What follows belongs to an exercise in optimizing a design on an open flow for a short achievable clock period and few clock cycles; a production flow would make more cautious choices. Function was checked by simulation only, so behaviour that the tests miss may differ from the original. Power and IR drop assume default switching activity.

--- flow/standard.sh ---
#!/bin/bash
# synth_recipe.tcl (not shown) runs the flow's synth.tcl, then flattens the netlist and writes it again
# the make line also repeats each setting of config.mk as NAME=value (left out here)
make -C /OpenROAD-flow-scripts/flow DESIGN_CONFIG=/design/flow/config.mk WORK_HOME=/design/flow/orfs CLKGATE_MAP_FILE= SYNTH_SCRIPT=/design/flow/synth_recipe.tcl "${@:-finish}"
--- flow/design.v ---
module ALU(
    input [31:0] a, b, pass,
    input [4:0] shamt,
    input sub,
    input s_add, s_slt, s_and, s_or, s_xor, s_nor, s_sll, s_srl, s_pass,
    output [31:0] res,
    output [31:0] sum,
    output eq
);
    wire [31:0] bx = sub ? ~b : b;
    assign sum = a + bx + {31'd0, sub};
    wire lt = (a[31] ^ b[31]) ? a[31] : sum[31];
    assign eq = (a == b);
    wire [31:0] sl = b << shamt;
    wire [31:0] sr = b >> shamt;
    assign res = ({32{s_add}} & sum)
               | ({32{s_slt}} & {31'd0, lt})
               | ({32{s_and}} & (a & b))
               | ({32{s_or }} & (a | b))
               | ({32{s_xor}} & (a ^ b))
               | ({32{s_nor}} & ~(a | b))
               | ({32{s_sll}} & sl)
               | ({32{s_srl}} & sr)
               | ({32{s_pass}} & pass);
endmodule
module Regs(
    input clk, rst, we,
    input [4:0] ra, rb, wa,
    input [31:0] wd,
    output [31:0] qa, qb
);
    reg [32*32-1:32] r;      
    reg [31:1] w;            
    wire [32*32-1:0] rv;     
    assign rv[31:0] = 32'd0;
    genvar i;
    generate
        for (i = 1; i < 32; i = i + 1) begin : g
            assign rv[i*32 +: 32] = w[i] ? r[i*32 +: 32] : 32'd0;
            always @(posedge clk or posedge rst) begin
                if (rst) w[i] <= 1'b0;
                else if (we && wa == i) w[i] <= 1'b1;
            end
            always @(posedge clk) begin
                if (we && wa == i) r[i*32 +: 32] <= wd;
            end
        end
    endgenerate
    assign qa = rv[ra*32 +: 32];
    assign qb = rv[rb*32 +: 32];
endmodule
module MCPU(
    input clk,
    input reset,
    input [31:0] Data_in,
    output mem_w,
    output [31:0] Data_out,
    output [31:0] Addr_out
);
    reg [31:0] nfa;          
    reg [31:0] ras;          
    reg [31:0] jlast;        
    reg        fd_v;
    reg [31:0] fd_ir;
    reg [31:0] fd_pc4;
    reg        fd_redir;     
    reg [31:0] fd_tgt;
    reg        de_v;
    reg [31:0] de_a, de_b, de_imm, de_sd;
    reg        de_fa, de_fb, de_fs;
    reg        de_sub, de_add, de_slt, de_and, de_or, de_xor, de_nor, de_sll, de_srl, de_pass;
    reg        de_shv, de_rt0;
    reg [4:0]  de_sh;
    reg [4:0]  de_rd;
    reg        de_wr, de_load, de_store, de_br, de_bne, de_pt, de_jr, de_jalr;
    reg [31:0] de_pred, de_alt;
    reg        em_v;
    reg [31:0] em_res, em_sd;
    reg [4:0]  em_rd;
    reg        em_wr, em_load, em_store, em_jalr;
    reg        em_redir;     
    reg [31:0] em_tgt;
    wire [31:0] fetch_addr = em_redir ? em_tgt : nfa;
    wire [31:0] f_pc4 = fetch_addr + 32'd4;
    wire port_busy = em_v & (em_load | em_store);
    assign Addr_out = port_busy ? em_res : fetch_addr;
    assign mem_w = em_v & em_store;
    assign Data_out = em_sd;
    localparam IC_B = 6;
    localparam IC_N = 1 << IC_B;
    reg [31:0]        ic_data [0:IC_N-1];
    reg [16:0]        ic_blo  [0:IC_N-1];
    reg [15-IC_B:0]   ic_tag  [0:IC_N-1];
    reg [IC_N-1:0]    ic_val;
    wire [IC_B-1:0]   ic_idx = fetch_addr[IC_B+1:2];
    wire              ic_hit = ic_val[ic_idx] & (ic_tag[ic_idx] == fetch_addr[17:IC_B+2]);
    wire              f_ok = ~port_busy | ic_hit;
    wire [31:0]       f_ir = port_busy ? ic_data[ic_idx] : Data_in;
    wire [5:0]  f_op = f_ir[31:26];
    wire [5:0]  f_fn = f_ir[5:0];
    wire        f_j  = (f_op == 6'h02) | (f_op == 6'h03);
    wire        f_br = (f_op == 6'h04) | (f_op == 6'h05);
    wire        f_jr = (f_op == 6'h00) & (f_fn == 6'h08);
    wire        f_jalr = (f_op == 6'h00) & (f_fn == 6'h09);
    wire        f_same = (f_ir[25:21] == f_ir[20:16]);
    wire        f_brt = f_same ? ~f_op[0] : (f_ir[15] | f_op[0]);
    wire [16:0] f_blo_m = {1'b0, f_pc4[17:2]} + {1'b0, Data_in[15:0]};
    wire [16:0] f_blo = port_busy ? ic_blo[ic_idx] : f_blo_m;
    wire [13:0] f_hi  = f_pc4[31:18];
    wire [13:0] f_hip = f_hi + 14'd1;
    wire [13:0] f_him = f_hi - 14'd1;
    wire [13:0] f_bhi = (f_blo[16] == f_ir[15]) ? f_hi : (f_blo[16] ? f_hip : f_him);
    wire [31:0] f_btgt = {f_bhi, f_blo[15:0], f_pc4[1:0]};
    wire [31:0] f_jtgt = {f_pc4[31:28], f_ir[25:0], 2'b00};
    wire        f_redir = f_j | (f_br & f_brt) | f_jr | f_jalr;
    wire [31:0] f_tgt = f_jr ? ras : (f_jalr ? jlast : (f_j ? f_jtgt : f_btgt));
    wire              st_mem = mem_w & (em_res[31:14] == 18'd0);
    wire [IC_B-1:0]   st_idx = em_res[IC_B+1:2];
    always @(posedge clk or posedge reset) begin
        if (reset) ic_val <= {IC_N{1'b0}};
        else if (~port_busy) ic_val[ic_idx] <= 1'b1;
        else if (st_mem && ic_tag[st_idx][11-IC_B:0] == em_res[13:IC_B+2]) ic_val[st_idx] <= 1'b0;
    end
    always @(posedge clk) begin
        if (~port_busy) begin
            ic_data[ic_idx] <= Data_in;
            ic_blo[ic_idx] <= f_blo_m;
            ic_tag[ic_idx] <= fetch_addr[17:IC_B+2];
        end
    end
    wire [5:0] op = fd_ir[31:26];
    wire [5:0] fn = fd_ir[5:0];
    wire [4:0] rs = fd_ir[25:21];
    wire [4:0] rt = fd_ir[20:16];
    wire [4:0] rd = fd_ir[15:11];
    wire [15:0] imm = fd_ir[15:0];
    wire [31:0] sx = {{16{imm[15]}}, imm};
    wire [31:0] zx = {16'd0, imm};
    wire isR    = (op == 6'h00);
    wire r_add  = isR & ((fn == 6'h20) | (fn == 6'h21));
    wire r_sub  = isR & ((fn == 6'h22) | (fn == 6'h23));
    wire r_and  = isR & (fn == 6'h24);
    wire r_or   = isR & (fn == 6'h25);
    wire r_xor  = isR & (fn == 6'h26);
    wire r_nor  = isR & (fn == 6'h27);
    wire r_slt  = isR & (fn == 6'h2a);
    wire r_sll  = isR & (fn == 6'h00);
    wire r_srl  = isR & (fn == 6'h02);
    wire r_sllv = isR & (fn == 6'h04);
    wire r_srlv = isR & (fn == 6'h06);
    wire r_jr   = isR & (fn == 6'h08);
    wire r_jalr = isR & (fn == 6'h09);
    wire r_known = r_add | r_sub | r_and | r_or | r_xor | r_nor | r_slt |
                   r_sll | r_srl | r_sllv | r_srlv | r_jr | r_jalr;
    wire r_other = isR & ~r_known;      
    wire i_addi = (op == 6'h08);
    wire i_slti = (op == 6'h0a);
    wire i_andi = (op == 6'h0c);
    wire i_ori  = (op == 6'h0d);
    wire i_xori = (op == 6'h0e);
    wire i_lui  = (op == 6'h0f);
    wire i_lw   = (op == 6'h23);
    wire i_sw   = (op == 6'h2b);
    wire i_beq  = (op == 6'h04);
    wire i_bne  = (op == 6'h05);
    wire i_jal  = (op == 6'h03);
    wire link   = i_jal | r_jalr;
    wire wr_rd  = isR & ~r_jr & ~r_jalr;
    wire wr_rt  = i_addi | i_slti | i_andi | i_ori | i_xori | i_lui | i_lw;
    wire [4:0] dest = link ? 5'd31 : (wr_rd ? rd : rt);
    wire d_wr   = (link | wr_rd | wr_rt) & (dest != 5'd0);
    wire use_rs = (isR & ~r_sll & ~r_srl) | i_addi | i_slti | i_andi | i_ori | i_xori |
                  i_lw | i_sw | i_beq | i_bne;
    wire use_rt = isR | i_sw | i_beq | i_bne;
    wire use_imm = i_addi | i_slti | i_andi | i_ori | i_xori | i_lw | i_sw;
    wire imm_zx = i_andi | i_ori | i_xori;
    wire [31:0] rf_a, rf_b;
    wire m_we = em_v & em_wr;
    wire [31:0] m_wd = em_load ? Data_in : em_res;
    Regs regs (.clk(clk), .rst(reset), .we(m_we), .ra(rs), .rb(rt), .wa(em_rd),
               .wd(m_wd), .qa(rf_a), .qb(rf_b));
    wire [31:0] rs_val = (m_we && em_rd == rs) ? m_wd : rf_a;
    wire [31:0] rt_val = (m_we && em_rd == rt) ? m_wd : rf_b;
    wire e_wr_rs = de_v & de_wr & (de_rd == rs);
    wire e_wr_rt = de_v & de_wr & (de_rd == rt);
    wire d_stall = fd_v & de_v & de_load & ((use_rs & e_wr_rs) | (use_rt & e_wr_rt));
    wire [31:0] fa = de_fa ? em_res : de_a;
    wire [31:0] fb = de_fb ? em_res : de_b;
    wire [31:0] fs = de_fs ? em_res : de_sd;
    wire [31:0] e_res, e_sum;
    wire e_eq;
    ALU alu (.a(fa), .b(fb), .pass(de_imm), .shamt(de_shv ? fa[4:0] : de_sh),
             .sub(de_sub), .s_add(de_add), .s_slt(de_slt), .s_and(de_and), .s_or(de_or),
             .s_xor(de_xor), .s_nor(de_nor), .s_sll(de_sll), .s_srl(de_srl), .s_pass(de_pass),
             .res(e_res), .sum(e_sum), .eq(e_eq));
    wire e_taken = de_bne ? ~e_eq : e_eq;
    wire e_misp = de_v & ((de_br & (e_taken != de_pt)) | (de_jr & ~(de_rt0 & (fa == de_pred))));
    wire f_take = f_ok & ~d_stall;
    always @(posedge clk or posedge reset) begin
        if (reset) begin
            nfa <= 32'd0;
            ras <= 32'd0;
            jlast <= 32'd0;
            fd_v <= 1'b0;
            de_v <= 1'b0;
            em_v <= 1'b0;
            em_redir <= 1'b0;
        end else begin
            if (~d_stall) fd_v <= f_ok & ~e_misp;
            nfa <= f_take ? (f_redir ? f_tgt : f_pc4) : fetch_addr;
            de_v <= fd_v & ~d_stall & ~e_misp;
            em_v <= de_v;
            em_redir <= e_misp;
            if (fd_v & ~d_stall & link) ras <= fd_pc4;
            if (em_v & em_jalr) jlast <= em_tgt;
        end
    end
    always @(posedge clk) begin
        if (~d_stall) begin
            fd_ir <= f_ir;
            fd_pc4 <= f_pc4;
            fd_redir <= f_redir;
            fd_tgt <= f_tgt;
        end
        de_a <= rs_val;
        de_b <= use_imm ? (imm_zx ? zx : sx) : rt_val;
        de_fa <= e_wr_rs;
        de_fb <= e_wr_rt & ~use_imm;
        de_sd <= rt_val;
        de_fs <= e_wr_rt;
        de_imm <= i_lui ? {imm, 16'd0} : fd_pc4;
        de_sub <= r_sub | r_slt | i_slti;
        de_add <= r_add | r_sub | r_other | i_addi | i_lw | i_sw;
        de_slt <= r_slt | i_slti;
        de_and <= r_and | i_andi;
        de_or  <= r_or | i_ori;
        de_xor <= r_xor | i_xori;
        de_nor <= r_nor;
        de_sll <= r_sll | r_sllv;
        de_srl <= r_srl | r_srlv;
        de_pass <= i_lui | link;
        de_shv <= r_sllv | r_srlv;
        de_sh <= fd_ir[10:6];
        de_rd <= dest;
        de_wr <= d_wr;
        de_load <= i_lw;
        de_store <= i_sw;
        de_br <= i_beq | i_bne;
        de_bne <= i_bne;
        de_pt <= fd_redir;
        de_jr <= r_jr | r_jalr;
        de_jalr <= r_jalr;
        de_rt0 <= (rt == 5'd0);
        de_pred <= fd_redir ? fd_tgt : fd_pc4;
        de_alt <= fd_redir ? fd_pc4 : fd_tgt;
        em_res <= e_res;
        em_sd <= fs;
        em_rd <= de_rd;
        em_wr <= de_wr;
        em_load <= de_load;
        em_store <= de_store;
        em_jalr <= de_jalr;
        em_tgt <= de_br ? de_alt : (de_rt0 ? fa : e_sum);
    end
endmodule
--- flow/constraint.sdc ---
create_clock -name core_clock -period 10.0 [get_ports {clk}]
set_input_delay 2.0000 -clock core_clock [delete_from_list [all_inputs] [get_ports {clk}]]
set_output_delay 2.0000 -clock core_clock [all_outputs]
set_load 0.01 [all_outputs]
--- flow/flow/run.sh ---
#!/bin/bash
# The standard layout, except that synthesis leaves adders to ABC instead
# of mapping them to full/half adder cells, and that timing repair aims for a
# 6 ns setup margin on the worst 5% of endpoints. make's output goes to
# flow.log; ORFS keeps each step's log under orfs/logs.
set -uo pipefail
bash standard.sh ADDER_MAP_FILE= SETUP_SLACK_MARGIN=6 TNS_END_PERCENT=5 finish > flow.log 2>&1
--- flow/config.mk ---
export PLATFORM = sky130hd
export DESIGN_NAME = MCPU
export DESIGN_NICKNAME = MCPU
export VERILOG_FILES = /design/flow/design.v
export SDC_FILE = /design/flow/constraint.sdc
export NUM_CORES = 8
export LEC_CHECK = 0
export CAP_MARGIN = 20
export CORE_MARGIN = 2
export CORE_UTILIZATION = 30
export SLEW_MARGIN = 20
==> results of run 1 <==
flip-flops by register name, summed over array words and instances (netlist names), 64 cells and up:
register / flops
ic_blo: 1088
ic_val: 64
ic_tag: 640
ic_data: 2048
regs.r: 992
path summary, 6_finish.rpt:
path	startpoint	end	slack [ns]
min	de_store	em_store	0.33
max	em_redir	nfa[14]	4.66
max reg2reg	em_redir	nfa[14]	4.66
min in group asynchronous	reset	regs.w[7]	1.43
min reg2reg	de_store	em_store	0.33
max in group asynchronous	reset	ic_val[7]	6.38
area by class of cell:
| type | instances | share of cell area (%) |
|---|---|---|
| Antenna cell | 44 | 0.0394 |
| Clock buffer | 753 | 5.47 |
| Inverter | 73 | 0.123 |
| Tap cell | 10500 | 4.68 |
| Multi-Input combinational cell | 9319 | 27.3 |
| Timing Repair Buffer | 1124 | 4.91 |
| Clock inverter | 277 | 1.04 |
| Timing Repair inverter | 6 | 0.0331 |
| Sequential cell | 5390 | 56.4 |
Yosys cell counts (19+ instances only):
library cell	count	area, µm²
a211oi_1	93	698
a21o_1	23	173
a21oi_1	474	2370
a221oi_1	71	622
a22oi_1	31	233
a311oi_1	222	1940
a31oi_1	158	988
and2_1	61	382
and3_1	209	1310
buf_1	186	698
buf_2	212	1060
buf_4	137	1030
buf_6	56	631
clkbuf_1	635	2380
dfrtp_1	195	4880
dfxtp_1	330	6610
edfxtp_1	4865	146000
inv_1	63	236
maj3_1	19	190
mux2_2	258	2910
mux2i_1	439	4390
mux4_2	1154	26000
nand2_1	2401	9010
nand2b_1	41	257
nand3_1	1158	5800
nand4_1	31	194
nor2_1	568	2130
nor2b_1	45	282
nor3_1	63	315
nor4_1	20	125
o211ai_1	102	766
o21a_1	21	158
o21ai_0	948	4740
o221ai_1	20	175
o22ai_1	51	319
o311ai_0	36	315
or2_2	45	282
xnor2_1	213	1870
xor2_1	48	420
routing by layer:
metal  vias up  global-route usage (%)  share of wire, %
met2     11800                    32.5                44
met4        22                    10.6               6.3
li1      63300                       -                 -
met3      2540                    5.58                13
met5         -                       0             0.016
met1     81800                    28.1                37
power breakdown:
group	switching, mW	internal [mW]
registers	1.57	29.2
clock network	9.31	11.7
logic	19.5	11.2
total	30.3	52.1
critical path, cell delays in order (launching register included):
cell and delay (ns):
dfrtp_4 0.50, buf_12 0.15, buf_6 0.16, mux2_8 0.28
buf_12 0.16, buf_16 0.22, nand3_1 0.21, a311oi_4 0.40
a31oi_1 0.08, a222oi_1 0.89, o21ai_1 0.12, buf_4 0.20
or3b_4 0.41, nand4b_4 0.20, buf_12 0.16, buf_8 0.13
buf_12 0.15, buf_8 0.13, a211oi_4 0.25, o21ai_1 0.11
o21ai_1 0.13, a21oi_1 0.11
repair_timing:
item / CTS / global route
endpoints found under the setup margin: 5107 / 3165
cloned: 90 / 33
pin swaps: 114 / 138
gates resized for setup: 721 / 362
buffers inserted: 196 / 205
placed cells by master (no fill, tap or decap), drive strengths merged, types with 44 or more instances in the layout:
cell	netlist	layout
a211oi	95	95
mux4	1154	1154
o22ai	51	51
nand3	1159	1159
dfrtp	195	195
xor2	48	48
a311oi	222	222
nor2	569	569
dfxtp	330	330
diode	0	44
mux2i	445	445
a221oi	72	72
clkinv	6	218
buf	594	997
nand2	2403	2405
edfxtp	4865	4865
clkbuf	636	784
and2	62	62
and3	209	209
o211ai	102	102
o21ai	954	954
xnor2	214	214
a31oi	159	159
mux2	259	265
a21oi	477	477
or2	45	45
nor2b	45	45
bufbuf	0	48
nor3	66	66
inv	67	96
kinds of logic (layout without fill, tap and decap cells):
group / count (synthesis) / after routing / share of synthesized area (%)
xor+xnor: 263 / 263 / 0.986
simple gates: 4714 / 4717 / 8.79
flops: 5390 / 5390 / 66.8
mux: 1858 / 1864 / 14.2
buf+inv: 1303 / 2233 / 2.61
other cells: 0 / 44 / 0
compound gates: 2453 / 2456 / 6.52
fa+ha+maj: 19 / 19 / 0.0807
==> impl_metrics.ini, run 1 <==
[run_status]
status = no timing/DRC/antenna violations

[sta]
fin_tns_setup_ns = 0
worst_slack_ns = 4.66
rsz0062_at_grt = yes
maxSlewHeadroom_pct = 14.5
setup_violations = 0
slew_viol_final = 0
min_period_ns = 5.34
fmax_mhz = 187
holdWs_ns = 0.328
skew_ns = 0.124
hold_viol_final = 0
finalCritPeriodShare_pct = 53.4
worst_slew_pin_slew_ns = 1.25

[place]
dp.cells = 25900
pre_cts_ws_ns = 2.67
dp_hpwl_um = 482000
port_buffers = 98
placed_cell_area_mm2 = 0.250
place_congestion = 0.948

[clock_tree]
cts_tree = built
cts_buffers = 566
cts_hold_buf = 0
cts_buffer_depth = 4
cts.clk_slew.worst_paths_ns = 0.06
cts.sinks = 5390
htreeDepth = 6
root_buffer = clkbuf_16
clock_latency_ns = 1.13

[synthesis]
syn_nets = 16000
synthCells = 16000
syn_avg_cell_area_um2 = 14.7
yosys.cell_types.count = 108
syn_area_mm2 = 0.236
synth-seq-cells = 5390
synth_edf_count = 4865
ys.flop_type = edfxtp_1
yosysWarnings = 2
synth-seq-area-share_pct = 66.8
async_reset_ff_share_pct = 3.62

[finish]
drive_above_1_share_pct = 23.3
num-fill-cells = 73500
register_area_mm2 = 0.158
multi_input_area_mm2 = 0.0763
syn2layout_area_growth_pct = 18.6
finalNonFillerCells = 27500
postLayoutCellArea_mm2 = 0.279
post-route-util_pct = 35.7
fin_nets = 16500

[floorplan]
die-width_um = 890
start_util_pct = 30.1
num_rows = 325
die_h_um = 890
core_mm2 = 0.783
dieArea_mm2 = 0.793
io_pins = 99

[grt]
grt_pass1_wl_um = 1210000
grt_overflow = 0
antenna_found_initial = 63
grt_pass1_vias = 149000
grt_usage_pct = 21.3
grt_max_degree = 242

[drt]
avgRoutedWirePerCell_um = 32.5
avgViaCountPerCell = 5.81
antenna_left = 0
dr.pass1.iters = 7
dr_total_vias = 159000
drcViolationCount = 0
drtIter0Drc = 26200
drt-total-wl_um = 892000

[hold_path]
whs_path_depth = 0
hold_path.class = flop to flop

[worst_setup_path]
critPathKind = flop to flop
crit_arrival_ns = 6.33
cp_max_fo = 39
required_ns = 11.00
end_kind = flop
r2r_cells = 21
start_kind = flop

[pwr]
ir_worst_vdd_mv = 0.347
power_density_mw_per_mm2 = 295
leakagePower_nw = 90.8
power_mw = 82.5

[run]
cap_violations = 0
Testbench counts, summed over its fixed seeds: cycles 164,903.
==> inputs of run 2 (changes only) <==
==> flow/flow/run.sh (replaced) <==
#!/bin/bash
# The standard layout, except that synthesis leaves adders to ABC instead
# of mapping them to full/half adder cells, and that timing repair aims for a
# 7 ns setup margin on the worst 5% of endpoints. make's output goes to
# flow.log; ORFS keeps each step's log under orfs/logs.
set -uo pipefail
bash standard.sh ADDER_MAP_FILE= SETUP_SLACK_MARGIN=7 TNS_END_PERCENT=5 finish > flow.log 2>&1
==> run 2 against run 1 <==
Register-to-register slack better by 0.07 ns. Via count up 0.17%. Sequential power about the same. Still clean. Utilization up 0.17 points. Clock-buffer cell count unchanged. Maximum frequency up 1.3%. Critical path depth up 3. First-iteration DRC count up 4.5%. Clock skew down 0.0098 ns. Flip-flop and latch count unchanged. Worst setup slack better by 0.066 ns.
==> impl_metrics.ini, run 2 <==
[synthesis]
syn_avg_cell_area_um2 = 14.7
synth_area_leaders = edfxtp_1 (62%), mux4_2 (11%), nand2_1 (3.8%)
synth_top_area_share_pct = 62.0
yosysWarnings = 2
synthCells = 16000
synth.most_common_cell = edfxtp_1
synth_edf_count = 4865
synthTopCellsByCount = edfxtp_1 (4865), nand2_1 (2401), nand3_1 (1158)
synth-seq-cells = 5390
syn_nets = 16000
yosys.cell_types.count = 108
synth_area_leader_cell = edfxtp_1
ys.flop_type = edfxtp_1
async_reset_ff_share_pct = 3.62
synth-seq-area-share_pct = 66.8
syn_area_mm2 = 0.236

[pwr]
leakagePower_nw = 91.4
ir_worst_vdd_mv = 0.352
power_density_mw_per_mm2 = 296

[sta]
min_period_ns = 5.27
rsz0062_at_grt = yes
fmax_mhz = 190
skew_ns = 0.114
setup_violations = 0
hold_viol_final = 0
fin_tns_setup_ns = 0
worst_slew_pin_slew_ns = 1.26
finalCritPeriodShare_pct = 52.7
slew_viol_final = 0
maxSlewHeadroom_pct = 15.9

[place]
place_congestion = 0.948
port_buffers = 98
placed_cell_area_mm2 = 0.250
dp_hpwl_um = 482000

[floorplan]
die-width_um = 890
start_util_pct = 30.1
dieArea_mm2 = 0.793
core_mm2 = 0.783
die_h_um = 890
io_pins = 99
num_rows = 325

[grt]
grt_pass1_wl_um = 1220000
grt_usage_pct = 21.5
antenna_found_initial = 53
grt_overflow = 0
grt_max_degree = 242
grt_pass1_vias = 150000

[drt]
drtIter0Drc = 27300
avgRoutedWirePerCell_um = 32.7
dr_total_vias = 160000
antenna_left = 0
dr.pass1.iters = 9
drcViolationCount = 0
drt-total-wl_um = 899000
avgViaCountPerCell = 5.81

[clock_tree]
root_buffer = clkbuf_16
cts_buffers = 566
cts.clk_slew.worst_paths_ns = 0.06
cts_hold_buf = 0
cts.sinks = 5390
clock_latency_ns = 1.12
cts_buffer_depth = 4
htreeDepth = 6
cts_tree = built

[worst_setup_path]
crit_path_max_incr_delay_ns = 0.90
cpMostUsedCell = buf_12
r2r_setup_slack_ns = 4.73
end_kind = flop
required_ns = 11.01
r2r_start = em_redir
r2r_cells = 24
start_kind = flop
crit_arrival_ns = 6.28
cp_max_fo = 18
endpoint = nfa[17]
cp_slowest_cell = a222oi_1
path_cells = buf_12 > mux2_8 > buf_12 > buf_4 > buf_16 > buf_16 > nand2_1 > and3_1 > a311oi_1 > o311ai_2 > o31ai_2 > a222oi_1 > o21ai_2 > buf_6 > buf_12 > buf_4 > nand2_1 > o21a_1 > and3_4 > buf_12 > buf_16 > inv_16 > or4_1 > o221ai_1
crit_start = em_redir
r2r-end = nfa[17]
critPathKind = flop to flop

[finish]
num-fill-cells = 73400
final_cell_mix = edfxtp_1 (4865), nand2_1 (2380), mux4_2 (1154)
final_common_cell = edfxtp_1
fin_nets = 16600
top_regs = ic_data x2048, ic_blo x1088, regs.r x992
syn2layout_area_growth_pct = 19.1
drive_above_1_share_pct = 23.5
multi_input_area_mm2 = 0.0764
largest_reg_flops = 2048
postLayoutCellArea_mm2 = 0.281
register_area_mm2 = 0.158
regMostFlops = ic_data

[hold_path]
hold_path.class = flop to flop

[run_status]
status = no timing/DRC/antenna violations

[run]
cap_violations = 0
## run 2: cell count changes in the layout (fill, tap and decap cells not counted), moves of 6 or more
| cell | previous run | this run |
|---|---|---|
| a21oi_2 | 45 | 37 |
| a31oi_2 | 18 | 12 |
| o21ai_1 | 22 | 39 |
| bufbuf_16 | 48 | 59 |
| buf_4 | 658 | 643 |
| buf_6 | 81 | 96 |
| o21ai_0 | 914 | 893 |
| buf_16 | 75 | 95 |
| buf_8 | 17 | 25 |
| diode_2 | 44 | 33 |
| buf_12 | 129 | 145 |
## run 2: area by class of cell
class	instances	area share [%]
Tap cell	10500	4.66
Inverter	73	0.122
Multi-Input combinational cell	9319	27.2
Clock inverter	277	1.03
Clock buffer	753	5.44
Timing Repair inverter	6	0.0294
Antenna cell	33	0.0294
Timing Repair Buffer	1164	5.33
Sequential cell	5390	56.1
## run 2: how the worst min path moves through the flow
stage | to | cells after the start | from | slack (ns)
CTS | em_jalr | 0 | de_jalr | 0.33
finish | em_store | 0 | de_store | 0.33
global placement | em_jalr | 0 | de_jalr | 0.31
detailed placement | em_jalr | 0 | de_jalr | 0.32
global route | em_store | 0 | de_store | 0.34
floorplan | em_jalr | 0 | de_jalr | 0.31
## run 2: cells by family after synthesis
| kind of cell | after synthesis | synth area share, % |
|---|---|---|
| AOI/OAI and AO/OA | 2453 | 6.52 |
| DFF | 5390 | 66.8 |
| muxes | 1858 | 14.2 |
| and+or+nand+nor | 4714 | 8.79 |
| xor gates and xnor gates | 263 | 0.986 |
| adders and majority gates | 19 | 0.0807 |
| buffers and inverters | 1303 | 2.61 |
## run 2: report_power, final
| part | internal (mW) | switching [mW] | leakage, nW |
|---|---|---|---|
| combinational | 11.6 | 19.7 | 33.3 |
| clock | 11.7 | 9.30 | 8.81 |
| sequential | 29.2 | 1.59 | 49.2 |
| total | 52.5 | 30.5 | 91.4 |
## run 2: worst max-delay path, delay by kind of cell (launching register included)
kind | cells | cell delay [ns]
AOI/OAI and AO/OA | 7 | 1.76
buffers and inverters | 11 | 1.57
and+or+nand+nor | 5 | 0.98
DFF | 1 | 0.50
muxes | 1 | 0.37
## run 2: per-layer routing
layer | GRT usage, % | wire (µm)
met1 | 28.1 | 328000
met2 | 32.7 | 395000
met3 | 5.80 | 117000
met4 | 11.2 | 59300
met5 | 0.149 | 355
## run 2: what timing repair did
action / 4_1_cts / 5_1_grt
pin swaps: 117 / 148
gates cloned: 113 / 36
buffers inserted: 229 / 187
gates resized for setup: 788 / 456
endpoints found under the setup margin: 6503 / 6466
## run 2: through the flow
stage	util (%)	cells	total power, mW	hold WS, ns	setup slack, ns
floorplan	-	16000	46.4	0.310	4.17
global placement	31.9	25800	56.2	0.314	2.65
detailed placement	31.9	25900	56.4	0.320	2.67
CTS	35.3	27200	80.8	0.331	4.84
global route	35.9	27500	85.0	0.342	4.50
finish	35.9	27500	83.0	0.330	4.73

what the ideal ports hide:
The results above use ideal ports. As a check the final layouts listed here were re-extracted and re-timed, cells and wires unchanged. Step 1 assumes that a clkbuf_16 drives the clock port and a buf_2 every other input. Step 2 moves the port delays by t, midway between the first and last clock arrival at a register: inputs arrive t later, outputs are due t later. That takes back most of the time a late clock gives input paths. a / b / c = ideal ports / drivers / drivers and shift; a / b = the first two.
run	shift t [ns]	setup WS [ns]	worst hold slack (ns)	pins driven straight from the clock port
run 1	1.194	4.663 / 4.633 / 4.054	0.328 / 0.328 / 0.328	1
run 2	1.194	4.729 / 4.645 / 4.124	0.330 / 0.330 / 0.330	1
After both steps every run listed still meets setup and hold. The setup slack of run 1, which loses most, moves by -0.030 ns with the drivers and by -0.609 ns with both steps.
